Context: an optimization exercise on an open-source flow, tuned for small area. The choices shown serve that exercise and are no tape-out recipe. In this exercise RTL edits were held to simulation tests only and were not proved equivalent to the original. Power is estimated from default activity; no workload was simulated.

==> inputs of trial 79 <==
// addatone
module addatone
	(
		input wire i_Clock,
		input wire reset_n,
		output reg test,
		input wire i_ADC_Data,
		input wire i_ADC_Clock,
		input wire i_ADC_CS,
		input wire i_Mix,
		input wire i_Ring_Mod,
		output wire o_DAC_Data,
		output wire o_DAC_Bit_Clock,
		output wire o_DAC_LR_Clock
	);
clock: 20.0 ns
lec_check: 0
cap_margin: 30
core_margin: 2
core_utilization: 35
cts_cluster_diameter: 150
cts_cluster_size: 24
place_density: 0.5
slew_margin: 30
synth_memory_max_bits: 65536
run.sh (not shown) runs the stock make flow with config.mk's settings and CLKGATE_MAP_FILE= SYNTH_SCRIPT=/design/flow/synth_recipe.tcl, a recipe that flattens the netlist after the stock synthesis.
==> trial 96: changes against trial 79 <==
--- a/flow/design.v
+++ b/flow/design.v
@@ -1120,11 +1120,12 @@
 	assign rd_data_o = (addr_i == 8'd0) ? Word0 : Buffer;
 endmodule
 module Sine_LUT
 	(
 		input wire [10:0] rd_addr_i,
-		output wire [15:0] rd_data_o
+		output wire [15:0] rd_data_o,		 
+		output wire o_Negative				 
 	);
 	wire [9:0] neg_addr;
 	Ripple_Add #(.W(10)) add_neg (.a(~rd_addr_i[9:0]), .b(10'd0), .ci(1'b1), .s(neg_addr), .co());
 	wire [9:0] idx = rd_addr_i[9] ? neg_addr : rd_addr_i[9:0];
 	reg [14:0] Base;
@@ -1724,11 +1725,12 @@
 	wire [14:0] Sum12, Sum124, Sum_Base, mag;
 	Ripple_Add #(.W(15)) add_s12 (.a(Step1), .b(Step2), .ci(1'b0), .s(Sum12), .co());
 	Ripple_Add #(.W(15)) add_s4 (.a(Sum12), .b(Step4), .ci(1'b0), .s(Sum124), .co());
 	Ripple_Add #(.W(15)) add_base (.a(Sum124), .b(Base), .ci(1'b0), .s(Sum_Base), .co());
 	Ripple_Add #(.W(15)) add_corr (.a(Sum_Base), .b({12'd0, Corr}), .ci(1'b0), .s(mag), .co());
-	Ripple_Add #(.W(16)) add_sign (.a({1'b0, mag} ^ {16{rd_addr_i[10]}}), .b(16'd0), .ci(rd_addr_i[10]), .s(rd_data_o), .co());
+	assign o_Negative = rd_addr_i[10];
+	assign rd_data_o = {1'b0, mag} ^ {16{rd_addr_i[10]}};
 endmodule
 module Sample_Position
 	(
 		input wire i_Reset,
 		input wire i_Clock,
@@ -1738,11 +1740,12 @@
 		input wire [7:0] i_Harmonic_Next,				 
 		input wire i_Harmonic_Step,						 
 		input wire [1:0] i_Phase,						 
 		output wire o_Sample_Ready,			 
 		input wire i_Next_Sample,						 
-		output wire [15:0] o_Sample_Value,
+		output wire [15:0] o_Sample_Value,				 
+		output wire o_Sample_Negative,
 		output reg o_Freq_Too_High
 	);
 	localparam [2:0] sm_init = 3'd0;
 	localparam [2:0] sm_sample_pos = 3'd1;
 	localparam [2:0] sm_sine_lut = 3'd2;
@@ -1763,22 +1766,24 @@
 		.i_Phase(i_Phase),
 		.rd_data_o(Sample_Pos_Read)
 	);
 	Sine_LUT sin_lut (
 		.rd_addr_i(Sample_Position[15:5]),
-		.rd_data_o(o_Sample_Value)
+		.rd_data_o(o_Sample_Value),
+		.o_Negative(o_Sample_Negative)
 	);
 	assign o_Sample_Ready = (SM_Sample_Position == sm_offset) || (SM_Sample_Position == sm_waiting);
 	reg [15:0] Accumulated_Frequency;
 	reg [15:0] Accumulated_Freq_Offset;
 	reg Offset_Up;						 
 	wire Add_Frequency = (SM_Sample_Position == sm_sine_lut);
 	wire [15:0] Freq_Step = Add_Frequency ? i_Frequency : (Offset_Up ? Accumulated_Freq_Offset : ~Accumulated_Freq_Offset);
-	wire [15:0] Freq_Sum, Offset_Sum, Position_Sum;
-	Ripple_Add #(.W(16)) add_freq (.a(Accumulated_Frequency), .b(Freq_Step), .ci(!Add_Frequency && !Offset_Up), .s(Freq_Sum), .co());
+	wire Add_Position = (SM_Sample_Position == sm_sample_pos);
+	wire [15:0] Freq_Sum, Offset_Sum;
+	Ripple_Add #(.W(16)) add_freq (.a(Accumulated_Frequency), .b(Add_Position ? Sample_Pos_Read : Freq_Step),
+		.ci(!Add_Position && !Add_Frequency && !Offset_Up), .s(Freq_Sum), .co());
 	Ripple_Add #(.W(16)) add_offset (.a(Accumulated_Freq_Offset), .b(i_Freq_Offset), .ci(1'b0), .s(Offset_Sum), .co());
-	Ripple_Add #(.W(16)) add_position (.a(Sample_Pos_Read), .b(Accumulated_Frequency), .ci(1'b0), .s(Position_Sum), .co());
 	always @(posedge i_Clock) begin
 		if (i_Reset) begin
 			Sample_Position <= 1'b0;
 			o_Freq_Too_High <= 1'b0;
 			Accumulated_Frequency <= 1'b0;
@@ -1794,11 +1799,11 @@
 						o_Freq_Too_High <= 1'b0;
 						SM_Sample_Position <= sm_sample_pos;
 					end
 				sm_sample_pos:
 					begin
-						Sample_Position <= Position_Sum;
+						Sample_Position <= Freq_Sum;
 						SM_Sample_Position <= sm_sine_lut;
 					end
 				sm_sine_lut:
 					begin
 						SM_Sample_Position <= sm_offset;
@@ -1829,11 +1834,12 @@
 	#(parameter DIVISOR_BITS = 11)
 	(
 		input wire i_Clock, i_Reset, i_Start, i_Clear_Accumulator, i_Last_Harmonic, i_Channel,
 		input wire [DIVISOR_BITS - 1:0] i_Multiple0,
 		input wire [DIVISOR_BITS - 1:0] i_Multiple1,
-		input wire signed [15:0] i_Sample,
+		input wire signed [15:0] i_Sample,			 
+		input wire i_Negative,
 		output reg [21:0] o_Accumulator0,
 		output reg [21:0] o_Accumulator1
 	);
 	reg [2:0] Step;					 
 	reg Channel, Last;
@@ -1850,17 +1856,17 @@
 			default: Chunk = {1'b0, Multiple[10:9]};
 		endcase
 	end
 	reg [19:0] Partial;				 
 	wire [19:0] Copy0 = Chunk[0] ? {{4{i_Sample[15]}}, i_Sample} : 20'd0;
-	wire [19:0] Copy1 = Chunk[1] ? {{3{i_Sample[15]}}, i_Sample, 1'b0} : 20'd0;
-	wire [19:0] Copy2 = Chunk[2] ? {{2{i_Sample[15]}}, i_Sample, 2'b0} : 20'd0;
+	wire [19:0] Copy1 = Chunk[1] ? {{3{i_Sample[15]}}, i_Sample, i_Negative} : 20'd0;
+	wire [19:0] Copy2 = Chunk[2] ? {{2{i_Sample[15]}}, i_Sample, {2{i_Negative}}} : 20'd0;
 	wire [19:0] Partial_Shifted = i_Start ? 20'd0 : {{3{Partial[19]}}, Partial[19:3]};
 	wire [19:0] Sum01, Sum012, Partial_Next;
-	Ripple_Add #(.W(20)) add_copy01 (.a(Copy0), .b(Copy1), .ci(1'b0), .s(Sum01), .co());
-	Ripple_Add #(.W(20)) add_copy2 (.a(Sum01), .b(Copy2), .ci(1'b0), .s(Sum012), .co());
-	Ripple_Add #(.W(20)) add_partial (.a(Sum012), .b(Partial_Shifted), .ci(1'b0), .s(Partial_Next), .co());
+	Ripple_Add #(.W(20)) add_copy01 (.a(Copy0), .b(Copy1), .ci(Chunk[0] && i_Negative), .s(Sum01), .co());
+	Ripple_Add #(.W(20)) add_copy2 (.a(Sum01), .b(Copy2), .ci(Chunk[1] && i_Negative), .s(Sum012), .co());
+	Ripple_Add #(.W(20)) add_partial (.a(Sum012), .b(Partial_Shifted), .ci(Chunk[2] && i_Negative), .s(Partial_Next), .co());
 	wire [21:0] Scaled = {{4{Partial[19]}}, Partial[19:2]};		 
 	wire [21:0] Sum;
 	Ripple_Add #(.W(22)) add_total (.a(Channel ? o_Accumulator1 : o_Accumulator0), .b(Scaled), .ci(1'b0), .s(Sum), .co());
 	always @(posedge i_Clock) begin
 		if (i_Reset)
@@ -2192,11 +2198,12 @@
 	wire Timer_Done = Frame_End && (Sample_Timer_High == 6'd0);
 	reg [7:0] Harmonic;							 
 	reg [7:0] Harmonic_Count;							 
 	reg DAC_Send;										 
 	wire Next_Sample = (SM_Top == sm_adder_mult) || (SM_Top == sm_calc_done) || DAC_Send;
-	wire signed [15:0] Sample_Value;
+	wire signed [15:0] Sample_Value;				 
+	wire Sample_Negative;
 	reg [15:0] Frequency;
 	reg [15:0] Freq_Scale;
 	wire Sample_Ready, Freq_Too_High;
 	Sample_Position sample_position(
 		.i_Reset(Reset),
@@ -2208,10 +2215,11 @@
 		.i_Harmonic_Step(SM_Top == sm_next_harmonic),
 		.i_Phase(Phase),
 		.o_Sample_Ready(Sample_Ready),
 		.i_Next_Sample(Next_Sample),
 		.o_Sample_Value(Sample_Value),
+		.o_Sample_Negative(Sample_Negative),
 		.o_Freq_Too_High(Freq_Too_High)
 	);
 	wire [83:0] ADC_Bits;
 	wire ADC_Data_Received;
 	ADC_SPI_In adc (
@@ -2244,10 +2252,11 @@
 		.i_Last_Harmonic(Last_Harmonic),
 		.i_Channel(Harmonic[0]),
 		.i_Multiple0(Adder_Mult[0]),
 		.i_Multiple1(Adder_Mult[1]),
 		.i_Sample(Sample_Value),
+		.i_Negative(Sample_Negative),
 		.o_Accumulator0(Adder_Total[0]),
 		.o_Accumulator1(Adder_Total[1])
 	);
 	genvar s;
 	for (s = 0; s < 2; s = s + 1) begin:genscaler
==> comparison table <==
| metric | trial 79 | trial 96 |
|---|---|---|
| Outcome | timing/DRC/antenna clean | timing/DRC/antenna clean |
| Syn Area/Cell | 11.1 µm² | 11.1 µm² |
| Std cell rows | 229 | 228 |
| Total half-perimeter wirelength after legalization and detailed placement | 378000 µm | 362000 µm |
| Routed wl met2 | 224000 µm | 229000 µm |
| Die extent in y | 628 µm | 626 µm |
| Violation count after the first detailed-route iteration | 12300 | 10600 |
| Post-synthesis mux area share | 0.00716 | 0.00508 |
| Buffering stage count on the worst path with inverters included | 11 | 8 |
| Placeable core region | 0.388 mm² | 0.385 mm² |
| Share of power burned in combinational logic | 0.211 | 0.118 |
| Final Routed Wirelength | 547000 µm | 523000 µm |
| Net switching power of the design | 5.71 mW | 4.34 mW |
| Post-Route Hold Slack | 0.237 ns | 0.270 ns |
| Required time reported for the critical path endpoint | 20.72 ns | 20.69 ns |
| Synthesized-area fraction occupied by and/or/nand/nor cells | 0.111 | 0.112 |
| Number of well taps | 5197 | 5175 |
| Placed insts | 17100 | 17000 |

afterwards: timing with drivers on the ports:
The flow's constraints put no driver on any port. The routed layouts listed below were extracted and timed again, unchanged, in two steps.
Step 1 assumes that a clkbuf_16 drives the clock port and a buf_2 every other input.
Step 2 also shifts input and output timing later by t, the mid clock arrival at the registers, as if the neighbouring blocks saw the same clock.
Slacks: ideal ports / drivers / drivers and shift; pairs: ideal ports / drivers.
run | shift t [ns] | setup slack, ns | hold WS [ns] | pins driven straight from the clock port
trial 79 | 1.047 | 3.538 / 3.538 / 3.538 | 0.237 / 0.237 / 0.237 | 1
trial 96 | 1.064 | 3.209 / 3.209 / 3.209 | 0.270 / 0.270 / 0.270 | 1
After both steps setup and hold are still met in every run listed.
